What follows belongs to an exercise in optimizing a design on an open flow for small area and a short achievable clock period; a production flow would make more cautious choices. Function was checked by simulation only, so behaviour that the tests miss may differ from the original. Power is estimated from default activity; no workload was simulated.

==> design/flow/design.v <==
module rv_rfsel (
  input  logic [4:0]  r,
  input  logic [31:1] vld,
  output logic [31:1] sel
);
  always_comb
    for (int i = 1; i < 32; i++) sel[i] = (r == i[4:0]) && vld[i];
endmodule
module rv_rfor (
  input  logic [31:1]     sel,
  input  logic [31*32-1:0] q,
  output logic [31:0]     y
);
  always_comb begin
    y = '0;
    for (int i = 1; i < 32; i++) y = y | ({32{sel[i]}} & q[(i-1)*32 +: 32]);
  end
endmodule
module rv_regfile (
  input  logic        clk, rst_n,
  input  logic        weA, weB,
  input  logic [4:0]  wA, wB,
  input  logic [31:0] dA, dB,
  input  logic [4:0]  r0, r1, r2, r3,
  output logic [31:0] q0, q1, q2, q3
);
  logic [31*32-1:0] rf;
  logic [31:1] vld;
  logic [31:1] selA, selB;
  always_comb begin
    for (int i = 1; i < 32; i++) begin
      selA[i] = weA && (wA == i[4:0]);
      selB[i] = weB && (wB == i[4:0]);
    end
  end
  always_ff @(posedge clk or negedge rst_n) begin
    if (!rst_n) vld <= '0;
    else        vld <= vld | selA | selB;
  end
  always_ff @(posedge clk) begin
    for (int i = 1; i < 32; i++)
      rf[(i-1)*32 +: 32] <= ({32{selA[i]}} & dA) | ({32{selB[i]}} & dB)
                          | ({32{!(selA[i] || selB[i])}} & rf[(i-1)*32 +: 32]);
  end
  logic [31:1] s0, s1, s2, s3;
  logic [31:0] v0, v1, v2, v3;
  rv_rfsel d0 (.r(r0), .vld(vld), .sel(s0));
  rv_rfsel d1 (.r(r1), .vld(vld), .sel(s1));
  rv_rfsel d2 (.r(r2), .vld(vld), .sel(s2));
  rv_rfsel d3 (.r(r3), .vld(vld), .sel(s3));
  rv_rfor o0 (.sel(s0), .q(rf), .y(v0));
  rv_rfor o1 (.sel(s1), .q(rf), .y(v1));
  rv_rfor o2 (.sel(s2), .q(rf), .y(v2));
  rv_rfor o3 (.sel(s3), .q(rf), .y(v3));
  function automatic logic [31:0] byp(input logic [4:0] r, input logic [31:0] v);
    if (weA && wA == r && r != 5'd0)      byp = dA;
    else if (weB && wB == r && r != 5'd0) byp = dB;
    else                                  byp = v;
  endfunction
  assign q0 = byp(r0, v0);
  assign q1 = byp(r1, v1);
  assign q2 = byp(r2, v2);
  assign q3 = byp(r3, v3);
endmodule
module rv_add32 (
  input  logic [31:0] a, b,
  input  logic        cin,
  output logic [31:0] s,
  output logic        cout
);
  logic [31:0] g, p;
  logic [31:0] G [0:5];
  logic [31:0] P [0:5];
  always_comb begin
    g = a & b;
    p = a ^ b;
    G[0] = g; P[0] = p;
    G[0][0] = g[0] | (p[0] & cin);
    for (int l = 0; l < 5; l++) begin
      for (int i = 0; i < 32; i++) begin
        if ((i >> l) & 1) begin
          G[l+1][i] = G[l][i] | (P[l][i] & G[l][((i >> l) << l) - 1]);
          P[l+1][i] = P[l][i] & P[l][((i >> l) << l) - 1];
        end else begin
          G[l+1][i] = G[l][i];
          P[l+1][i] = P[l][i];
        end
      end
    end
    s[0] = p[0] ^ cin;
    for (int i = 1; i < 32; i++) s[i] = p[i] ^ G[5][i-1];
    cout = G[5][31];
  end
endmodule
module rv_cmp (
  input  logic [31:0] a, b,
  output logic        eq, lt_s, lt_u
);
  logic [31:0] L [0:5];
  logic [31:0] E [0:5];
  always_comb begin
    L[0] = ~a & b;
    E[0] = ~(a ^ b);
    L[0][31] = 1'b0;                  
    E[0][31] = 1'b1;
    for (int l = 0; l < 5; l++) begin
      for (int i = 0; i < 32; i++) begin
        if ((i % (1 << (l + 1))) == (1 << (l + 1)) - 1) begin
          L[l+1][i] = L[l][i] | (E[l][i] & L[l][i - (1 << l)]);
          E[l+1][i] = E[l][i] & E[l][i - (1 << l)];
        end else begin
          L[l+1][i] = L[l][i];
          E[l+1][i] = E[l][i];
        end
      end
    end
  end
  wire e31 = ~(a[31] ^ b[31]);
  assign eq   = e31 & E[5][31];
  assign lt_u = (~a[31] & b[31]) | (e31 & L[5][31]);
  assign lt_s = (a[31] & ~b[31]) | (e31 & L[5][31]);
endmodule
module rv_alu (
  input  logic [31:0] a, b,
  input  logic        sub,    
  input  logic        sra,    
  input  logic [2:0]  f3,
  input  logic        lt_s, lt_u,
  output logic [31:0] sum,
  output logic [31:0] res
);
  logic [31:0] bx, x, y, ry, ra;
  logic        fill, co;
  logic [32:0] sh;
  assign bx  = b ^ {32{sub}};
  rv_add32 add (.a(a), .b(bx), .cin(sub), .s(sum), .cout(co));
  always_comb begin
    for (int i = 0; i < 32; i++) ra[i] = a[31-i];
  end
  assign x    = (f3 == 3'b001) ? ra : a;
  assign fill = sra & a[31];
  assign sh   = $signed({fill, x}) >>> b[4:0];
  assign y    = sh[31:0];
  always_comb begin
    for (int i = 0; i < 32; i++) ry[i] = y[31-i];
  end
  always_comb begin
    case (f3)
      3'b000: res = sum;
      3'b001: res = ry;
      3'b010: res = {31'b0, lt_s};
      3'b011: res = {31'b0, lt_u};
      3'b100: res = a ^ b;
      3'b101: res = y;
      3'b110: res = a | b;
      default: res = a & b;
    endcase
  end
endmodule
`timescale 1ns / 1ps
module TOP_mod
(
 input  logic        clk_i, rst_ni,
 output logic [31:0] imem_addr_o,
 input  logic [31:0] imem_instr1_i, imem_instr2_i,
 output logic        dmem_we_o,
 output logic [1:0]  dmem_size_o,
 output logic [31:0] dmem_addr_o, dmem_wdata_o,
 input  logic [31:0] dmem_rdata_i,
 output logic        wbA_en_o, wbB_en_o,
 output logic [4:0]  wbA_rd_o, wbB_rd_o,
 output logic [31:0] wbA_data_o, wbB_data_o
);
  localparam logic [6:0] OP_LD  = 7'b0000011;
  localparam logic [6:0] OP_ST  = 7'b0100011;
  localparam logic [6:0] OP_R   = 7'b0110011;
  localparam logic [6:0] OP_I   = 7'b0010011;
  localparam logic [6:0] OP_BR  = 7'b1100011;
  localparam logic [6:0] OP_JAL = 7'b1101111;
  logic [31:1] pc_q;                  
  logic        kill_q;                
  logic [31:0] lA_q, lB_q;            
  logic        vA_q, vB_q;            
  logic        hz_q;                  
  logic        swD_q;                 
  logic [31:1] pcD_q;
  logic [31:1] pcE_q;
  logic [31:0] a1E_q, a2E_q, b1E_q, b2E_q;
  logic [20:0] timmE_q;                
  logic [11:0] mimmE_q;                
  logic [4:0]  rdAE_q, rdBE_q;
  logic        weAE_q, weBE_q, jAE_q, jBE_q, stBE_q, ldBE_q;
  logic [5:0]  bcA_q, bcB_q;           
  logic        subAE_q, subBE_q, sraAE_q, sraBE_q;
  logic [2:0]  f3AE_q, f3BE_q;
  logic [1:0]  sizeBE_q;
  logic        swE_q;
  logic [2:0]  fs1A_q, fs2A_q, fs1B_q, fs2B_q, fsM_q, fsW_q;    
  logic [31:0] resAW_q, resBW_q;
  logic [4:0]  rdAW_q, rdBW_q;
  logic        weAW_q, weBW_q, collAW_q, collBW_q;
  logic        takenA, takenB, taken;
  logic [31:1] tgt;
  wire [31:0] i1 = imem_instr1_i;
  wire [31:0] i2 = imem_instr2_i;
  wire i1_mem = (i1[6:0] == OP_LD) || (i1[6:0] == OP_ST);
  wire i2_mem = (i2[6:0] == OP_LD) || (i2[6:0] == OP_ST);
  wire c_mem2 = i1_mem && i2_mem;
  wire c_dep  = (|i1) && ((i1[11:7] == i2[19:15]) || (i1[11:7] == i2[24:20]));
  wire c_ctl  = (i1[6:0] == OP_BR) || (i1[6:0] == OP_JAL);
  wire hz_n   = c_mem2 || c_dep || c_ctl;
  wire swp_n  = hz_n || i1_mem;       
  wire [31:1] pc_p8 = {pc_q[31:3] + 29'd1, pc_q[2:1]};
  wire vA = vA_q && !kill_q;
  wire vB = vB_q && !kill_q;
  wire hz = hz_q && !kill_q;
  wire swD = swD_q && !kill_q;
  always_ff @(posedge clk_i or negedge rst_ni) begin
    if (!rst_ni) begin
      pc_q <= '0; kill_q <= 1'b0;
    end else begin
      pc_q <= taken ? tgt : hz ? pc_q : pc_p8;
      kill_q <= taken;
    end
  end
  assign imem_addr_o = {pc_q, 1'b0};
  always_ff @(posedge clk_i or negedge rst_ni) begin
    if (!rst_ni) begin
      vA_q <= 1'b0; vB_q <= 1'b0; hz_q <= 1'b0; swD_q <= 1'b0;
    end else if (hz) begin
      vA_q <= 1'b0; vB_q <= 1'b1; hz_q <= 1'b0; swD_q <= 1'b0;
    end else begin
      vA_q <= !hz_n; vB_q <= 1'b1; hz_q <= hz_n; swD_q <= i1_mem && !hz_n;
    end
  end
  always_ff @(posedge clk_i) begin
    if (!hz) pcD_q <= pc_q;
    lA_q  <= swp_n ? i2 : i1;
    lB_q  <= hz ? lA_q : (swp_n ? i1 : i2);
  end
  wire [6:0] opA = lA_q[6:0];
  wire [6:0] opB = lB_q[6:0];
  wire A_R = opA == OP_R, A_I = opA == OP_I, A_BR = opA == OP_BR, A_J = opA == OP_JAL;
  wire B_R = opB == OP_R, B_I = opB == OP_I, B_BR = opB == OP_BR, B_J = opB == OP_JAL;
  wire B_LD = opB == OP_LD, B_ST = opB == OP_ST;
  wire [2:0] f3A = lA_q[14:12];
  wire [2:0] f3B = lB_q[14:12];
  wire [4:0] rs1A = lA_q[19:15], rs2A = lA_q[24:20], rdA = lA_q[11:7];
  wire [4:0] rs1B = lB_q[19:15], rs2B = lB_q[24:20], rdB = lB_q[11:7];
  function automatic logic [20:0] imm21(input logic [31:0] x, input logic s, input logic b, input logic j);
    if (j)      imm21 = {x[31], x[19:12], x[20], x[30:21], 1'b0};
    else if (b) imm21 = {{9{x[31]}}, x[7], x[30:25], x[11:8], 1'b0};
    else if (s) imm21 = {{10{x[31]}}, x[30:25], x[11:7]};
    else        imm21 = {{10{x[31]}}, x[30:20]};
  endfunction
  wire [20:0] tmA = A_J ? imm21(lA_q, 1'b0, 1'b0, 1'b1) : imm21(lA_q, 1'b0, 1'b1, 1'b0);
  wire [20:0] tmB = B_J ? imm21(lB_q, 1'b0, 1'b0, 1'b1) : imm21(lB_q, 1'b0, 1'b1, 1'b0);
  wire [31:0] iA = {{20{lA_q[31]}}, lA_q[31:20]};
  wire [31:0] iB = {{20{lB_q[31]}}, lB_q[31:20]};
  wire useA = vA && (A_BR || A_J);   
  function automatic logic [5:0] bcond(input logic br, input logic [2:0] f3);
    bcond = {6{br}} & {f3 == 3'b111, f3 == 3'b110, f3 == 3'b101, f3 == 3'b100, f3 == 3'b001, f3 == 3'b000};
  endfunction
  wire subA = A_R && f3A == 3'b000 && lA_q[30];
  wire subB = B_R && f3B == 3'b000 && lB_q[30];
  wire sraA = (f3A == 3'b101) && lA_q[30];
  wire sraB = (f3B == 3'b101) && lB_q[30];
  wire weArf = weAW_q && !collAW_q;
  wire weBrf = weBW_q && !collBW_q;
  logic [31:0] rA1, rA2, rB1, rB2;
  rv_regfile rf (.clk(clk_i), .rst_n(rst_ni),
    .weA(weArf), .weB(weBrf), .wA(rdAW_q), .wB(rdBW_q), .dA(resAW_q), .dB(resBW_q),
    .r0(rs1A), .r1(rs2A), .r2(rs1B), .r3(rs2B), .q0(rA1), .q1(rA2), .q2(rB1), .q3(rB2));
  wire weAE = weAE_q && !kill_q;
  wire weBE = weBE_q && !kill_q;
  wire stBE = stBE_q && !kill_q;
  function automatic logic fwdA(input logic [4:0] rs);
    fwdA = weAE && (rdAE_q == rs) && (rs != 5'd0);
  endfunction
  function automatic logic fwdB(input logic [4:0] rs);
    fwdB = weBE && (rdBE_q == rs) && (rs != 5'd0);
  endfunction
  function automatic logic [2:0] fsel(input logic [4:0] rs, input logic en);
    logic a, b;
    a = en && fwdA(rs);
    b = en && !fwdA(rs) && fwdB(rs);
    fsel = {!a && !b, b, a};
  endfunction
  always_ff @(posedge clk_i or negedge rst_ni) begin
    if (!rst_ni) begin
      weAE_q <= 1'b0; weBE_q <= 1'b0; bcA_q <= '0; bcB_q <= '0;
      jAE_q <= 1'b0; jBE_q <= 1'b0; stBE_q <= 1'b0; ldBE_q <= 1'b0;
    end else begin
      weAE_q <= vA && (A_R || A_I || A_J);
      weBE_q <= vB && (B_R || B_I || B_J || B_LD);
      bcA_q  <= bcond(vA && A_BR, f3A);
      bcB_q  <= bcond(vB && B_BR, f3B);
      jAE_q  <= vA && A_J;
      jBE_q  <= vB && B_J;
      stBE_q <= vB && B_ST;
      ldBE_q <= vB && B_LD;
    end
  end
  always_ff @(posedge clk_i) begin
    pcE_q <= pcD_q;
    a1E_q <= rA1; b1E_q <= rB1;
    a2E_q <= A_I ? iA : rA2;             
    b2E_q <= B_I ? iB : rB2;             
    timmE_q <= useA ? tmA : tmB;
    mimmE_q <= B_ST ? {lB_q[31:25], lB_q[11:7]} : lB_q[31:20];
    rdAE_q <= rdA; rdBE_q <= rdB;
    subAE_q <= subA; subBE_q <= subB;
    sraAE_q <= sraA; sraBE_q <= sraB;
    f3AE_q <= f3A; f3BE_q <= f3B;
    sizeBE_q <= (f3B == 3'b001) ? 2'b01 : (f3B == 3'b010) ? 2'b10 : 2'b00;
    swE_q <= swD;
    fs1A_q <= fsel(rs1A, 1'b1);
    fs2A_q <= fsel(rs2A, !A_I);
    fs1B_q <= fsel(rs1B, 1'b1);
    fs2B_q <= fsel(rs2B, !B_I);
    fsM_q  <= fsel(rs1B, B_LD || B_ST);    
    fsW_q  <= fsel(rs2B, B_ST);
  end
  function automatic logic [31:0] fmux(input logic [2:0] s, input logic [31:0] r);
    fmux = ({32{s[0]}} & resAW_q) | ({32{s[1]}} & resBW_q) | ({32{s[2]}} & r);
  endfunction
  wire [31:0] srcA1 = fmux(fs1A_q, a1E_q);
  wire [31:0] wdA   = fmux(fs2A_q, a2E_q);
  wire [31:0] srcB1 = fmux(fs1B_q, b1E_q);
  wire [31:0] wdB   = fmux(fs2B_q, b2E_q);
  wire [31:0] srcM  = fmux(fsM_q, b1E_q);
  wire [31:0] wdW   = fmux(fsW_q, b2E_q);
  logic [31:0] maddr;
  logic        maddr_co;
  rv_add32 madd (.a(srcM), .b({{20{mimmE_q[11]}}, mimmE_q}), .cin(1'b0), .s(maddr), .cout(maddr_co));
  logic [31:0] sumA, resA, sumB, resB;
  logic        eqA, ltsA, ltuA, eqB, ltsB, ltuB;
  rv_cmp cmpA (.a(srcA1), .b(wdA), .eq(eqA), .lt_s(ltsA), .lt_u(ltuA));
  rv_cmp cmpB (.a(srcB1), .b(wdB), .eq(eqB), .lt_s(ltsB), .lt_u(ltuB));
  rv_alu aluA (.a(srcA1), .b(wdA),   .sub(subAE_q), .sra(sraAE_q), .f3(f3AE_q), .lt_s(ltsA), .lt_u(ltuA), .sum(sumA), .res(resA));
  rv_alu aluB (.a(srcB1), .b(wdB),   .sub(subBE_q), .sra(sraBE_q), .f3(f3BE_q), .lt_s(ltsB), .lt_u(ltuB), .sum(sumB), .res(resB));
  function automatic logic bt(input logic [5:0] c, input logic eq, input logic lts, input logic ltu);
    bt = (c[0] && eq) || (c[1] && !eq) || (c[2] && lts) || (c[3] && !lts) || (c[4] && ltu) || (c[5] && !ltu);
  endfunction
  assign takenA = bt(bcA_q, eqA, ltsA, ltuA) || jAE_q;
  assign takenB = bt(bcB_q, eqB, ltsB, ltuB) || jBE_q;
  assign taken  = (takenA || takenB) && !kill_q;   
  wire [20:0] timm = timmE_q;
  logic [31:0] tgt_s;
  logic        tgt_co;
  rv_add32 tadd (.a({pcE_q, 1'b0}), .b({{11{timm[20]}}, timm}), .cin(1'b0), .s(tgt_s), .cout(tgt_co));
  assign tgt = tgt_s[31:1];
  wire [31:0] link = {pcE_q[31:3] + 29'd1, pcE_q[2:1], 1'b0};
  assign dmem_we_o    = stBE;
  assign dmem_size_o  = sizeBE_q;
  assign dmem_addr_o  = maddr;
  assign dmem_wdata_o = wdW;
  logic [31:0] ldata;
  always_comb begin
    case (sizeBE_q)
      2'b00:   ldata = {{24{dmem_rdata_i[7]}}, dmem_rdata_i[7:0]};
      2'b01:   ldata = {{16{dmem_rdata_i[15]}}, dmem_rdata_i[15:0]};
      default: ldata = dmem_rdata_i;
    endcase
  end
  wire coll = weAE && weBE && (rdAE_q == rdBE_q);
  always_ff @(posedge clk_i or negedge rst_ni) begin
    if (!rst_ni) begin
      weAW_q <= 1'b0; weBW_q <= 1'b0;
    end else begin
      weAW_q <= weAE; weBW_q <= weBE;
    end
  end
  always_ff @(posedge clk_i) begin
    resAW_q <= jAE_q ? link : resA;
    resBW_q <= ldBE_q ? ldata : jBE_q ? link : resB;
    rdAW_q <= rdAE_q; rdBW_q <= rdBE_q;
    collAW_q <= coll && !swE_q;
    collBW_q <= coll && swE_q;
  end
  assign wbA_en_o   = weAW_q;
  assign wbA_rd_o   = rdAW_q;
  assign wbA_data_o = collAW_q ? resBW_q : resAW_q;
  assign wbB_en_o   = weBW_q;
  assign wbB_rd_o   = rdBW_q;
  assign wbB_data_o = collBW_q ? resAW_q : resBW_q;
endmodule
==> design/flow/flow/run.sh <==
#!/bin/bash
# Own flow: the standard layout (standard.sh), except for two changes to the
# synthesis step, which is otherwise synth_recipe.tcl unchanged (same passes,
# registers, flattening and renaming):
#  - ABC maps the register file's modules (rv_regfile, rv_rfor, rv_rfsel) with
#    flow/area.abc (area-oriented); the rest keeps ORFS's script;
#  - Yosys's extract_fa is skipped, so the RTL's parallel-prefix adders and
#    comparators are not turned back into ripple chains of full adders.
# Each tool's output goes to a log file in the work folder (synth.log, layout.log;
# ORFS's own per-step logs are under orfs/logs).
set -euo pipefail
W=$(pwd)
{
  head -n 1 synth_recipe.tcl
  cat <<TCL
proc abc {args} {
  set i [lsearch -exact \$args -script]
  set a2 \$args
  lset a2 [expr {\$i + 1}] $W/flow/area.abc
  yosys abc {*}\$a2 rv_regfile rv_rfor rv_rfsel
  yosys abc {*}\$args TOP_mod rv_alu rv_add32 rv_cmp
}
proc extract_fa {args} { }
TCL
  tail -n +2 synth_recipe.tcl
} > own_synth.tcl
sed "s#SYNTH_SCRIPT=[^ ]*#SYNTH_SCRIPT=$W/own_synth.tcl#" standard.sh > own_standard.sh
bash own_standard.sh synth > synth.log 2>&1
bash standard.sh > layout.log 2>&1
==> design/flow/constraint.sdc <==
create_clock -name core_clock -period 11.0 [get_ports {clk_i}]
set_input_delay 2.2000 -clock core_clock [delete_from_list [all_inputs] [get_ports {clk_i}]]
set_output_delay 2.2000 -clock core_clock [all_outputs]
set_load 0.01 [all_outputs]
==> design/flow/standard.sh <==
#!/bin/bash
# synth_recipe.tcl (not shown) runs the flow's synth.tcl, then flattens the netlist and writes it again
# the make line also repeats each setting of config.mk as NAME=value (left out here)
make -C /OpenROAD-flow-scripts/flow DESIGN_CONFIG=/design/flow/config.mk WORK_HOME=/design/flow/orfs CLKGATE_MAP_FILE= SYNTH_SCRIPT=/design/flow/synth_recipe.tcl "${@:-finish}"
==> design/flow/config.mk <==
export PLATFORM = sky130hd
export DESIGN_NAME = TOP_mod
export DESIGN_NICKNAME = TOP_mod
export VERILOG_FILES = /design/flow/design.v
export SDC_FILE = /design/flow/constraint.sdc
export NUM_CORES = 4
export LEC_CHECK = 0
export ABC_AREA = 1
export CAP_MARGIN = 20
export CELL_PAD_IN_SITES_DETAIL_PLACEMENT = 1
export CELL_PAD_IN_SITES_GLOBAL_PLACEMENT = 2
export CORE_MARGIN = 2
export CORE_UTILIZATION = 22
export PLACE_DENSITY = 0.35
export SETUP_SLACK_MARGIN = 5
export SLEW_MARGIN = 20
export SYNTH_HIERARCHICAL = 1
==> design/flow/flow/area.abc <==
&get -n
&st
&dch
&nf -R 1000 -a
&put
==> flow_summary.ini, run 1 <==
[outcome]
status = no timing/DRC/antenna violations

[clock_network]
cts_buffers = 211
cts_hold_buf = 0
clk_latency_ns = 1.05
clockRootBuffer = clkbuf_16
cts_num_sinks = 1482
clockBufferDepth = 4
htree_levels = 4
cts_tree = done
clk_pin_slew_worst_paths_ns = 0.06

[global_routing]
grtUsageMet3 = 0.139
grt_start_max_net_pins = 67
grt_first_pass_wirelength_um = 1240000
grt_pass1_vias = 126000
use_met2 = 0.579
top_usage_layer = met2
grt_util_met1 = 0.512
overflow = 0
antenna_found_initial = 193
grt_usage = 0.404

[floorplanning]
start_util = 0.220
die_h_um = 671
ios = 273
fp.dieArea_um2 = 451000
fp-row-count = 245
die_w_um = 671
fp.coreArea_um2 = 444000

[routing]
vias = 133000
drc = 0
drt-vias-per-instance = 6.24
wl_per_cell_um = 45.0
drtIter0Drc = 19400
drt_pass1_iterations = 9
wl_um = 959000
ant_nets = 0

[setup_path]
cp-start-kind = flop
critical_path.cell_chain = buf_16 > buf_4 > inv_1 > o21ai_0 > clkdlybuf4s50_1
cp_top_family = buffers and inverters
criticalPathCategory = reg2out
crit_slowest_cell = o21ai_0
crit_path_max_incr_delay_ns = 1.04
critPathMaxFanout = 10
cp-end-kind = output pin
crit_required_ns = 8.80
critPathBufInv = 4
cp.arrival_ns = 3.89

[power_and_ir_drop]
clockPowerShare = 0.408
p_sw_frac = 0.388
cellPowerDensity_nw_per_um2 = 148
fin_total_pwr_mw = 18.1
p_switching_mw = 7.03
p_leak_nw = 51.9
p_int_mw = 11.1
p_comb_frac = 0.229
seq_power_share = 0.364
vdd.ir_drop.worst_v = 0.000136

[place]
dp_hpwl_um = 636000
place_ws_ns = 4.87
dp.cells = 20600
place_congestion = 0.982
placed_area_um2 = 112000
portBuffers = 271

[layout]
layout.cells.non_filler = 21300
syn_to_final_growth_pct = 25.1
multi_input_area_um2 = 65100
post_route_cells_drive_above_1_share = 0.105
nFillCells = 53800
final_area_um2 = 123000
seqCellArea_um2 = 30700
nNetsFinal = 15100
post-route-util = 0.276

[yosys]
yosys_warnings = 17
netlist_area_um2 = 98000
synthCells = 14200
syn_avg_cell_area_um2 = 6.91

[job]
maxCapViolations = 0

[timing]
slew_headroom = 0.0832
hold_ws_ns = 0.327
tightest_slew_ns = 1.37
rsz0062_at_grt = true
max_freq_mhz = 164
tns_ns = 0
setup_slack_ns = 4.91
finalSetupViolCount = 0
hold_viol = 0
min_period_ns = 6.09
fin_worst_skew_ns = 0.144
final-max-slew-violation-count = 0
post-route-period-util = 0.554

[hold_path]
hp-class = reg2reg
registers in the layout, indices dropped and copies added (netlist names), 32 cells and up:
signal and flops:
rf.rf 992, a1E_q 32, a2E_q 32, b1E_q 32, b2E_q 32, lA_q 32
lB_q 32, resAW_q 32, resBW_q 32
worst reg2reg max path, delay by kind of cell (launching register included):
kind                   cells  cell delay [ns]
AND/OR/NAND/NOR           15             2.85
buffers and inverters      4             1.17
flip-flops                 1             0.47
AO/OA/AOI/OAI              4             1.11
layer usage:
| layer | up-vias | part of all wire |
|---|---|---|
| li1 | 54000 | - |
| met1 | 67800 | 0.41 |
| met2 | 8590 | 0.40 |
| met3 | 2366 | 0.11 |
| met4 | 94 | 0.076 |
| met5 | - | 0.00069 |
timing repair:
action | 4_1_cts | 5_1_grt
pin swaps | 7 | 14
gates resized for setup | 164 | 61
setup buffers | 69 | 37
hold endpoints to repair | 0 | 0
endpoints found under the setup margin | 33 | 47
gates cloned | 15 | 8
worst paths after layout:
check,start,end,slack (ns),cells past startpoint
setup / recovery,resAW_q[1],wbA_data_o[1],4.91,5
hold / removal,pcD_q[3],pcE_q[3],0.33,0
setup reg to reg,resAW_q[19],pc_q[8],5.24,23
hold reg to reg,pcD_q[3],pcE_q[3],0.33,0
max in group asynchronous,rst_ni,rf.vld[24],8.00,3
min in group asynchronous,rst_ni,pc_q[8],1.10,1
final cells by class:
cell class / instances / area share
repair buffers: 912 / 0.0746
well taps: 5928 / 0.0605
multi-input cells: 11700 / 0.531
inverters: 728 / 0.0223
clock buffers: 321 / 0.0516
clock inverters: 65 / 0.00618
flip-flops and latches: 1482 / 0.250
diodes: 207 / 0.00422
layout by cell type (no fill, tap or decap), types with 48 or more instances in the layout:
cell type	count
nand4_1	331
xnor2_1	59
dfxtp_4	59
dfrtp_1	87
a31oi_1	148
clkinv_1	48
a221oi_1	579
nand2_1	4691
a222oi_1	128
a22oi_1	1763
nor3_1	71
or3_1	163
dfxtp_1	1287
a22o_1	513
clkbuf_16	221
clkbuf_8	57
diode_2	207
o21ai_0	197
xor2_1	173
clkbuf_1	50
inv_1	646
nand3_1	1316
nor2_2	85
a21oi_1	190
nor2_4	107
nor2_1	619
or2_2	74
clkdlybuf4s50_1	250
nand2_2	60
buf_4	543
power by group through the flow:
stage          sequential, mW  clock, mW  combinational (mW)
2_1_floorplan            6.43          0                1.45
3_3_place_gp             6.83          0                3.40
3_5_place_dp             6.84          0                3.41
4_1_cts                  6.57       7.44                3.94
5_1_grt                  6.60       7.61                4.27
6_report                 6.58       7.38                4.14
==> inputs of run 2 (changes only) <==
--- a/design/flow/design.v
+++ b/design/flow/design.v
@@ -54,11 +54,6 @@
   rv_rfor o3 (.sel(s3), .q(rf), .y(v3));
-  function automatic logic [31:0] byp(input logic [4:0] r, input logic [31:0] v);
-    if (weA && wA == r && r != 5'd0)      byp = dA;
-    else if (weB && wB == r && r != 5'd0) byp = dB;
-    else                                  byp = v;
-  endfunction
-  assign q0 = byp(r0, v0);
-  assign q1 = byp(r1, v1);
-  assign q2 = byp(r2, v2);
-  assign q3 = byp(r3, v3);
+  assign q0 = v0;
+  assign q1 = v1;
+  assign q2 = v2;
+  assign q3 = v3;
 endmodule
@@ -267,7 +262,7 @@
   wire sraB = (f3B == 3'b101) && lB_q[30];
-  wire weArf = weAW_q && !collAW_q;
-  wire weBrf = weBW_q && !collBW_q;
+  logic        weArf, weBrf;
+  logic [31:0] resAE, resBE;
   logic [31:0] rA1, rA2, rB1, rB2;
   rv_regfile rf (.clk(clk_i), .rst_n(rst_ni),
-    .weA(weArf), .weB(weBrf), .wA(rdAW_q), .wB(rdBW_q), .dA(resAW_q), .dB(resBW_q),
+    .weA(weArf), .weB(weBrf), .wA(rdAE_q), .wB(rdBE_q), .dA(resAE), .dB(resBE),
     .r0(rs1A), .r1(rs2A), .r2(rs1B), .r3(rs2B), .q0(rA1), .q1(rA2), .q2(rB1), .q3(rB2));
@@ -366,2 +361,6 @@
   wire coll = weAE && weBE && (rdAE_q == rdBE_q);
+  assign resAE = jAE_q ? link : resA;
+  assign resBE = ldBE_q ? ldata : jBE_q ? link : resB;
+  assign weArf = weAE && !(coll && !swE_q);
+  assign weBrf = weBE && !(coll && swE_q);
   always_ff @(posedge clk_i or negedge rst_ni) begin
@@ -374,4 +373,4 @@
   always_ff @(posedge clk_i) begin
-    resAW_q <= jAE_q ? link : resA;
-    resBW_q <= ldBE_q ? ldata : jBE_q ? link : resB;
+    resAW_q <= resAE;
+    resBW_q <= resBE;
     rdAW_q <= rdAE_q; rdBW_q <= rdBE_q;
==> run 2 against run 1 <==
Still clean. Fmax is 0.97% higher. Clock-buffer cell count decreased by 27. First-iteration DRC count down 29%. Sequential power rose by 22%. Global-route usage fell by 6.0 points. Register-to-register slack better by 0.17 ns. Clock skew decreased by 0.050 ns. Non-clock buffer count fell by 179. Sequential share of layout area rose by 1.2 points. Largest power group is now combinational cells.
==> flow_summary.ini, run 2 <==
[global_routing]
antenna_found_initial = 103
grt_first_pass_wirelength_um = 1050000
grt_usage = 0.344
grt_start_max_net_pins = 96
overflow = 0
grt_pass1_vias = 119000

[setup_path]
critPathMaxFanout = 16
crit_path_max_incr_delay_ns = 0.36
critical_path.cell_chain = buf_12 > buf_16 > nand2_1 > nand3_2 > xnor2_2 > nor2_1 > a21oi_2 > nand2_8 > nand2_8 > nand2_8 > buf_4 > buf_4 > nand2_1 > nand2_1 > nand2_1 > nand2_1 > dlygate4sd2_1
cp-end-kind = output pin
crit_required_ns = 8.80
cp-start-kind = flop
criticalPathCategory = reg2out
crit_slowest_cell = dfxtp_4
cp_common_cell = nand2_1
cp.arrival_ns = 3.83

[routing]
wl_um = 787000
ant_nets = 0
drc = 0
wl_per_cell_um = 39.1
drt_pass1_iterations = 13
drt-vias-per-instance = 6.02
drtIter0Drc = 13800
vias = 121000

[timing]
slew_headroom = 0.132
hold_viol = 0
tightest_slew_ns = 1.29
finalSetupViolCount = 0
tns_ns = 0
min_period_ns = 6.03
max_freq_mhz = 166
final-max-slew-violation-count = 0
post-route-period-util = 0.548
rsz0062_at_grt = true
setup_slack_ns = 4.97
fin_worst_skew_ns = 0.0942

[floorplanning]
die_h_um = 662
die_w_um = 662
start_util = 0.221
ios = 273
fp.coreArea_um2 = 431000
fp.dieArea_um2 = 438000
fp-row-count = 241

[clock_network]
cts_hold_buf = 0
clockBufferDepth = 4
htree_levels = 4
cts_buffers = 206
cts_num_sinks = 1482
clockRootBuffer = clkbuf_16
cts_tree = done
clk_pin_slew_worst_paths_ns = 0.06
clk_latency_ns = 1.00

[layout]
largest_register_ffs = 992
syn_to_final_growth_pct = 22.3
final_cell_mix = 4419 x nand2_1, 1763 x a22oi_1, 1341 x dfxtp_1, 1311 x nand3_1, 619 x inv_1
nNetsFinal = 14300
post-route-util = 0.270
regMostFlops = rf.rf
post_route_cells_drive_above_1_share = 0.101
nFillCells = 52000
mostFrequentLayoutCell = nand2_1

[yosys]
netlist_area_um2 = 95200
synthCells = 13600
syn_avg_cell_area_um2 = 7.02
yosys_warnings = 17

[hold_path]
hp-class = reg2reg

[place]
place_ws_ns = 5.46
place_congestion = 0.924
portBuffers = 271
dp_hpwl_um = 545000

[job]
maxCapViolations = 0

[outcome]
status = no timing/DRC/antenna violations

[power_and_ir_drop]
vdd.ir_drop.worst_v = 0.000139
p_leak_nw = 50.3
cellPowerDensity_nw_per_um2 = 209
fin_total_pwr_mw = 24.3
[run 2: where the power goes]
part           switching, mW  leakage [nW]  internal, mW
clock network           3.03          3.40          4.16
logic                   6.82          34.3          2.28
registers               1.61          12.7          6.40
total                   11.5          50.3          12.8
[run 2: metrics by stage]
stage	instances	hold slack [ns]	cell area, um^2
after floorplan	13600	0.323	95200
after global placement	19700	0.327	108000
after detailed placement	19700	0.328	109000
after CTS	20000	0.340	116000
after global routing	20100	0.342	116000
final	20100	0.335	116000
[run 2: worst max-delay path: cells and delay by family, from the launching register on]
family          cells  cell delay (ns)
simple gates       10             1.09
xor+xnor            1             0.24
flops               1             0.36
buf+inv             5             0.91
compound gates      1             0.26
[run 2: layer usage]
layer / part of all wire / vias to the layer above / GRT usage
met4: 0.061 / 18 / 0.177
met2: 0.45 / 6051 / 0.559
met1: 0.42 / 61700 / 0.434
met5: 0.00015 / - / 0
met3: 0.070 / 1924 / 0.0620
li1: - / 51300 / -
[run 2: area by class of cell]
type                            count  area, um^2  area share
Antenna cell                       43         108    0.000925
Multi-Input combinational cell  11100       62700       0.539
Timing Repair Buffer              733        6360      0.0546
Inverter                          710        2670      0.0229
Sequential cell                  1482       30500       0.262
Tap cell                         5710        7140      0.0614
Clock buffer                      294        5990      0.0515
Clock inverter                     83         943     0.00811
[run 2: path summary, 6_finish.rpt]
check | from | slack (ns) | cells past startpoint | to
min reg2reg | pcD_q[7] | 0.33 | 0 | pcE_q[7]
max | fsM_q[0] | 4.97 | 17 | dmem_addr_o[30]
max in group asynchronous | rst_ni | 8.15 | 3 | rf.vld[11]
min in group asynchronous | rst_ni | 1.16 | 1 | pc_q[26]
max reg2reg | fs2B_q[2] | 5.41 | 22 | rf.rf[887]
min | pcD_q[7] | 0.33 | 0 | pcE_q[7]
[run 2: timing repair]
| item | CTS | global route |
|---|---|---|
| setup endpoints to repair | 25 | 15 |
| setup buffers | 9 | 15 |
| gates resized for setup | 75 | 46 |
| cloned | 2 | 3 |
| endpoints found under the hold margin | 0 | 0 |
| pin swaps | 9 | 14 |
==> inputs of run 3 (changes only) <==
--- a/design/flow/flow/run.sh
+++ b/design/flow/flow/run.sh
@@ -8,2 +8,5 @@
 #    comparators are not turned back into ripple chains of full adders.
+#  - the port buffers that placement inserts (as the standard flow does) are
+#    buf_1 cells instead of OpenROAD's default choice; the resizer upsizes
+#    them where timing needs it.
 # Each tool's output goes to a log file in the work folder (synth.log, layout.log;
@@ -28,2 +31,2 @@
 bash own_standard.sh synth > synth.log 2>&1
-bash standard.sh > layout.log 2>&1
+bash standard.sh BUFFER_PORTS_ARGS="-buffer_cell sky130_fd_sc_hd__buf_1" finish > layout.log 2>&1
==> run 3 against run 2 <==
Still clean. Sequential power rose by 0.9%. Worst hold slack got worse by 0.0074 ns. Fmax rose by 2.1%. Synthesized cell count did not move. Clock power rose by 2%. Critical path depth fell by 5. Total power fell by 0.88%. Critical path type unchanged. Highest routed layer unchanged.
==> flow_summary.ini, run 3 <==
[outcome]
status = no timing/DRC/antenna violations

[place]
portBuffers = 271
dp_hpwl_um = 550000
place_congestion = 0.936

[layout]
multi_input_area_um2 = 62400
post-route-util = 0.265
final_cell_mix = 4428 x nand2_1, 1763 x a22oi_1, 1341 x dfxtp_1, 1319 x nand3_1, 622 x inv_1
regMostFlops = rf.rf
largest_register_ffs = 992
mostFrequentLayoutCell = nand2_1
seqCellArea_um2 = 30500
post_route_cells_drive_above_1_share = 0.0963
nNetsFinal = 14300
syn_to_final_growth_pct = 20.1
nFillCells = 52200

[power_and_ir_drop]
seq_power_share = 0.336
vdd.ir_drop.worst_v = 0.000147
p_leak_nw = 49.4
clockPowerShare = 0.304
p_switching_mw = 11.4
p_int_mw = 12.7
p_comb_frac = 0.360
p_sw_frac = 0.475
cellPowerDensity_nw_per_um2 = 211

[hold_path]
hold_path_startpoint = lA_q[8]
hp-class = reg2reg
hold-path-cell-count = 0
worstHoldEndpoint = rdAE_q[1]

[setup_path]
crit_required_ns = 8.80
critPathBufInv = 2
path_depth = 12
worstReg2RegStart = fs2B_q[1]
reg2reg_slack_ns = 5.26
cp-start-kind = flop
cp_top_family = simple AND/OR/NAND/NOR gates
crit_path_max_incr_delay_ns = 0.56
criticalPathCategory = reg2out
critPathMaxFanout = 16
cp-end-kind = output pin
r2r_cells = 25
critical_path.cell_chain = buf_12 > nand2_1 > nand3_1 > or2_2 > nand2_1 > nor2_2 > nand2_2 > nand2_4 > a21oi_1 > a21oi_1 > xnor2_1 > buf_1
cp.arrival_ns = 3.71
crit_slowest_cell = xnor2_1
timing.rr.end = rf.rf[600]

[timing]
tightest_slew_ns = 1.23
final-max-slew-violation-count = 0
post-route-period-util = 0.537
slew_headroom = 0.177
fin_worst_skew_ns = 0.134
max_freq_mhz = 169
min_period_ns = 5.91
rsz0062_at_grt = true
finalSetupViolCount = 0
tns_ns = 0
hold_viol = 0

[clock_network]
cts_hold_buf = 0
cts_tree = done
clk_pin_slew_worst_paths_ns = 0.06
cts_buffers = 206
clockBufferDepth = 4
post_cts_buffers = 0
cts_num_sinks = 1482
htree_levels = 4
clk_latency_ns = 0.98
clockRootBuffer = clkbuf_16

[routing]
drt_pass1_iterations = 13
wl_um = 793000
drc = 0
drt-vias-per-instance = 6.03
vias = 121000
drtIter0Drc = 14100
ant_nets = 0
wl_per_cell_um = 39.4

[global_routing]
grt_usage = 0.346
grt_pass1_vias = 118000
grt_first_pass_wirelength_um = 1050000
overflow = 0
antenna_found_initial = 86
grt_start_max_net_pins = 96

[floorplanning]
start_util = 0.221
die_w_um = 662
fp.dieArea_um2 = 438000
die_h_um = 662
fp.coreArea_um2 = 431000
fp-row-count = 241
ios = 273

[job]
maxCapViolations = 0

[yosys]
syn_avg_cell_area_um2 = 7.02
yosys_warnings = 17
synthCells = 13600
netlist_area_um2 = 95200
[run 3: what timing repair did]
item,4_1_cts,5_1_grt
gates cloned,0,1
endpoints found under the setup margin,25,12
gates resized for setup,22,12
[run 3: through the flow]
| stage | std cells | cell area [um^2] | hold slack [ns] | worst slack (ns) | power, mW |
|---|---|---|---|---|---|
| floorplan | 13600 | 95200 | 0.323 | 6.14 | 11.8 |
| global placement | 19700 | 107000 | 0.324 | 5.20 | 16.5 |
| detailed placement | 19700 | 107000 | 0.328 | 5.26 | 16.7 |
| CTS | 20000 | 114000 | 0.333 | 5.01 | 24.1 |
| global route | 20000 | 114000 | 0.337 | 4.99 | 25.0 |
| finish | 20100 | 114000 | 0.328 | 5.09 | 24.1 |
[run 3: worst max path at each step]
| stage | from | end |
|---|---|---|
| floorplan | rdBE_q[2] | rf.rf[483] |
| global placement | fs2B_q[2] | rf.rf[88] |
| detailed placement | fs2B_q[1] | rf.rf[90] |
| CTS | resBW_q[5] | dmem_addr_o[11] |
| global route | fsM_q[2] | dmem_addr_o[31] |
| finish | fsM_q[2] | dmem_addr_o[7] |
[run 3: worst register-to-register path: cells and delay by family (launching register included)]
family                    cells  cell delay (ns)
xor gates and xnor gates      1             0.25
and+or+nand+nor              18             2.98
DFF                           1             0.32
AOI/OAI and AO/OA             3             1.17
buffers and inverters         3             1.01
[run 3: layout make-up]
type | instances | share of cell area
Inverter | 710 | 0.0233
Timing Repair Buffer | 713 | 0.0389
Multi-Input combinational cell | 11100 | 0.546
Tap cell | 5710 | 0.0625
Clock inverter | 77 | 0.00883
Antenna cell | 51 | 0.00112
Sequential cell | 1482 | 0.266
Clock buffer | 299 | 0.0534
[run 3: layer usage]
layer,share of wire,global-route usage
met1,0.42,0.440
met2,0.45,0.562
met3,0.070,0.0600
met4,0.058,0.174
met5,0.00036,0
[run 3: power by group through the flow]
stage	Clock (mW)	Sequential, mW	Combinational [mW]
3_5_place_dp	0	8.15	8.51
6_report	7.33	8.08	8.68
2_1_floorplan	0	7.34	4.43
5_1_grt	7.65	8.21	9.17
4_1_cts	7.47	8.05	8.54
3_3_place_gp	0	8.11	8.44
==> inputs of run 4 (changes only) <==
==> design/flow/flow/run.sh (replaced) <==
#!/bin/bash
set -euo pipefail
W=$(pwd)
{
  head -n 1 synth_recipe.tcl
  cat <<TCL
proc abc {args} {
  set i [lsearch -exact \$args -script]
  set a2 \$args
  lset a2 [expr {\$i + 1}] $W/flow/area.abc
  yosys abc {*}\$a2 rv_regfile rv_rfor rv_rfsel
  yosys abc {*}\$args TOP_mod rv_alu rv_add32 rv_cmp
}
proc extract_fa {args} { }
TCL
  tail -n +2 synth_recipe.tcl
} > own_synth.tcl
sed "s#SYNTH_SCRIPT=[^ ]*#SYNTH_SCRIPT=$W/own_synth.tcl#" standard.sh > own_standard.sh
bash own_standard.sh synth > synth.log 2>&1
bash standard.sh BUFFER_PORTS_ARGS="-buffer_cell sky130_fd_sc_hd__buf_1" SETUP_SLACK_MARGIN=6 finish > layout.log 2>&1
==> run 4 against run 3 <==
Total power increased by 1.6%. Clock-buffer cell count unchanged. Non-clock buffer count increased by 77. Design area is 2.5% higher. Fmax increased by 4.6%. Largest cell class unchanged. Via count up 0.60%. Clock skew is 0.0020 ns lower. Global-route usage rose by 0.41 points.
==> flow_summary.ini, run 4 <==
[place]
place_congestion = 0.936
place_ws_ns = 5.26
dp_hpwl_um = 550000
dp.cells = 19700
portBuffers = 271

[yosys]
synthCells = 13600
syn_avg_cell_area_um2 = 7.02
yosys_warnings = 17
netlist_area_um2 = 95200

[layout]
largest_register_ffs = 992
mostFrequentLayoutCell = nand2_1
final_cell_mix = 4357 x nand2_1, 1760 x a22oi_1, 1324 x dfxtp_1, 1244 x nand3_1, 611 x inv_1
post_route_cells_drive_above_1_share = 0.121
regMostFlops = rf.rf
layout.cells.non_filler = 20200
nFillCells = 52000
nNetsFinal = 14300
post-route-util = 0.272
syn_to_final_growth_pct = 23.1

[global_routing]
use_met2 = 0.567
top_usage_layer = met2
grt_start_max_net_pins = 96
grt_util_met1 = 0.443
antenna_found_initial = 86
grt_first_pass_wirelength_um = 1060000
overflow = 0
grt_pass1_vias = 119000
grtUsageMet3 = 0.0614
grt_usage = 0.350

[setup_path]
startpoint = fsM_q[0]
crit_slowest_cell = dfxtp_4
path_depth = 20
cp.arrival_ns = 3.45
critPathCapture = dmem_addr_o[27]
cp-end-kind = output pin
cp_top_family = buffers and inverters
critPathBufInv = 8
worstReg2RegStart = lA_q[16]
crit_required_ns = 8.80
cp-start-kind = flop
critPathMaxFanout = 7
criticalPathCategory = reg2out
cp_common_cell = nand2_2
timing.rr.end = a1E_q[20]
critical_path.cell_chain = buf_12 > buf_12 > buf_12 > nand2_2 > nand3_2 > nand2_2 > inv_2 > nor2_4 > nand2_2 > nor2_4 > buf_6 > a21oi_4 > buf_6 > nand2_8 > buf_4 > nand2_2 > nand2_1 > nand2_1 > nand2_1 > buf_2
crit_path_max_incr_delay_ns = 0.39
r2r_cells = 7
reg2reg_slack_ns = 6.09

[floorplanning]
die_w_um = 662
start_util = 0.221
fp-row-count = 241
ios = 273
die_h_um = 662
fp.coreArea_um2 = 431000
fp.dieArea_um2 = 438000

[timing]
final-max-slew-violation-count = 0
tns_ns = 0
slew_headroom = 0.172
hold_viol = 0
tightest_slew_ns = 1.24
rsz0062_at_grt = true
min_period_ns = 5.65
setup_slack_ns = 5.35
max_freq_mhz = 177
post-route-period-util = 0.514
finalSetupViolCount = 0
fin_worst_skew_ns = 0.132

[routing]
vias = 122000
drc = 0
wl_per_cell_um = 39.8
drt-vias-per-instance = 6.05
ant_nets = 0
drtIter0Drc = 14600
drt_pass1_iterations = 10
wl_um = 802000

[clock_network]
cts_buffers = 206
clk_latency_ns = 0.98
clockBufferDepth = 4
cts_num_sinks = 1482
clockRootBuffer = clkbuf_16
clk_pin_slew_worst_paths_ns = 0.06
htree_levels = 4
cts_hold_buf = 0
cts_tree = done

[job]
maxCapViolations = 0

[hold_path]
hp-class = reg2reg

[power_and_ir_drop]
vdd.ir_drop.worst_v = 0.000153
cellPowerDensity_nw_per_um2 = 209
p_leak_nw = 51.0

[outcome]
status = no timing/DRC/antenna violations
==> run 4: cell types whose count changed in the layout (fill, tap and decap cells not counted), moves of 32 or more <==
cell / change
nand2_4: +32
buf_6: +35
nand2_1: -71
nand2_2: +35
nand3_1: -75
nand3_2: +62
==> run 4: where the power goes <==
| group | total [mW] | leakage, nW | internal, mW | switching [mW] |
|---|---|---|---|---|
| Combinational | 9.04 | 34.8 | 2.16 | 6.88 |
| Clock | 7.33 | 3.48 | 4.29 | 3.04 |
| Sequential | 8.11 | 12.7 | 6.40 | 1.70 |
| Total | 24.5 | 51.0 | 12.8 | 11.6 |
==> run 4: final cells by class <==
type	instances	area [um^2]	area share
Multi-Input combinational cell	11100	64000	0.546
Sequential cell	1482	30500	0.260
Tap cell	5710	7140	0.0610
Clock buffer	299	6100	0.0521
Timing Repair Buffer	790	5600	0.0478
Inverter	710	2680	0.0229
Clock inverter	77	1010	0.00862
Antenna cell	41	103	0.000876
==> run 4: metrics by stage <==
| stage | cell area, um^2 | total power [mW] | hold WS (ns) |
|---|---|---|---|
| after floorplan | 95200 | 11.8 | 0.323 |
| after global placement | 107000 | 16.5 | 0.324 |
| after detailed placement | 107000 | 16.7 | 0.328 |
| after CTS | 116000 | 24.3 | 0.333 |
| after global routing | 117000 | 25.4 | 0.335 |
| final | 117000 | 24.5 | 0.324 |
==> run 4: worst min-delay path by stage <==
stage	startpoint	to	slack (ns)	cells past startpoint
3_5_place_dp	pcD_q[2]	pcE_q[2]	0.33	0
6_report	lA_q[8]	rdAE_q[1]	0.32	0
5_1_grt	lA_q[8]	rdAE_q[1]	0.33	0
4_1_cts	lA_q[8]	rdAE_q[1]	0.33	0
2_1_floorplan	pcD_q[10]	pcE_q[10]	0.32	0
3_3_place_gp	pcD_q[1]	pcE_q[1]	0.32	0
==> run 4: metal layers <==
metal	vias up	share of wire
met5	-	0.00033
met4	38	0.063
met3	2002	0.073
met2	6389	0.45
met1	62200	0.41
li1	51400	-
==> run 4: repair_timing <==
action                                   CTS  global route
cloned                                    10             1
endpoints found under the setup margin  1019          1003
pin swaps                                 14            73
gates resized for setup                  268           258
setup buffers                             40            30

## afterwards: timing with drivers on the ports
The results above use ideal ports. As a check the final layouts listed here were re-extracted and re-timed, cells and wires unchanged. Step 1, drivers: a clkbuf_16 drives clk_i and a buf_2 each remaining input, both assumed. Step 2 times the ports against the registers' clock, not the clock port: input delays grow and output delays shrink by t, the midpoint of the rising clock arrivals with the driver on. Three values: ideal ports, drivers, drivers and shift; two values: the first two.
run | t, ns | setup WS [ns] | clock arrival spread, ns | cell pins on the clock port's net
run 1 | 1.100 | 4.909 / 4.781 / 5.238 | 0.151 / 0.150 | 1
run 2 | 1.064 | 4.968 / 4.852 / 5.407 | 0.094 / 0.094 | 1
run 3 | 1.031 | 5.093 / 4.977 / 5.262 | 0.134 / 0.134 | 1
run 4 | 1.033 | 5.351 / 5.237 / 5.923 | 0.131 / 0.132 | 1
After both steps every run listed still meets setup and hold.
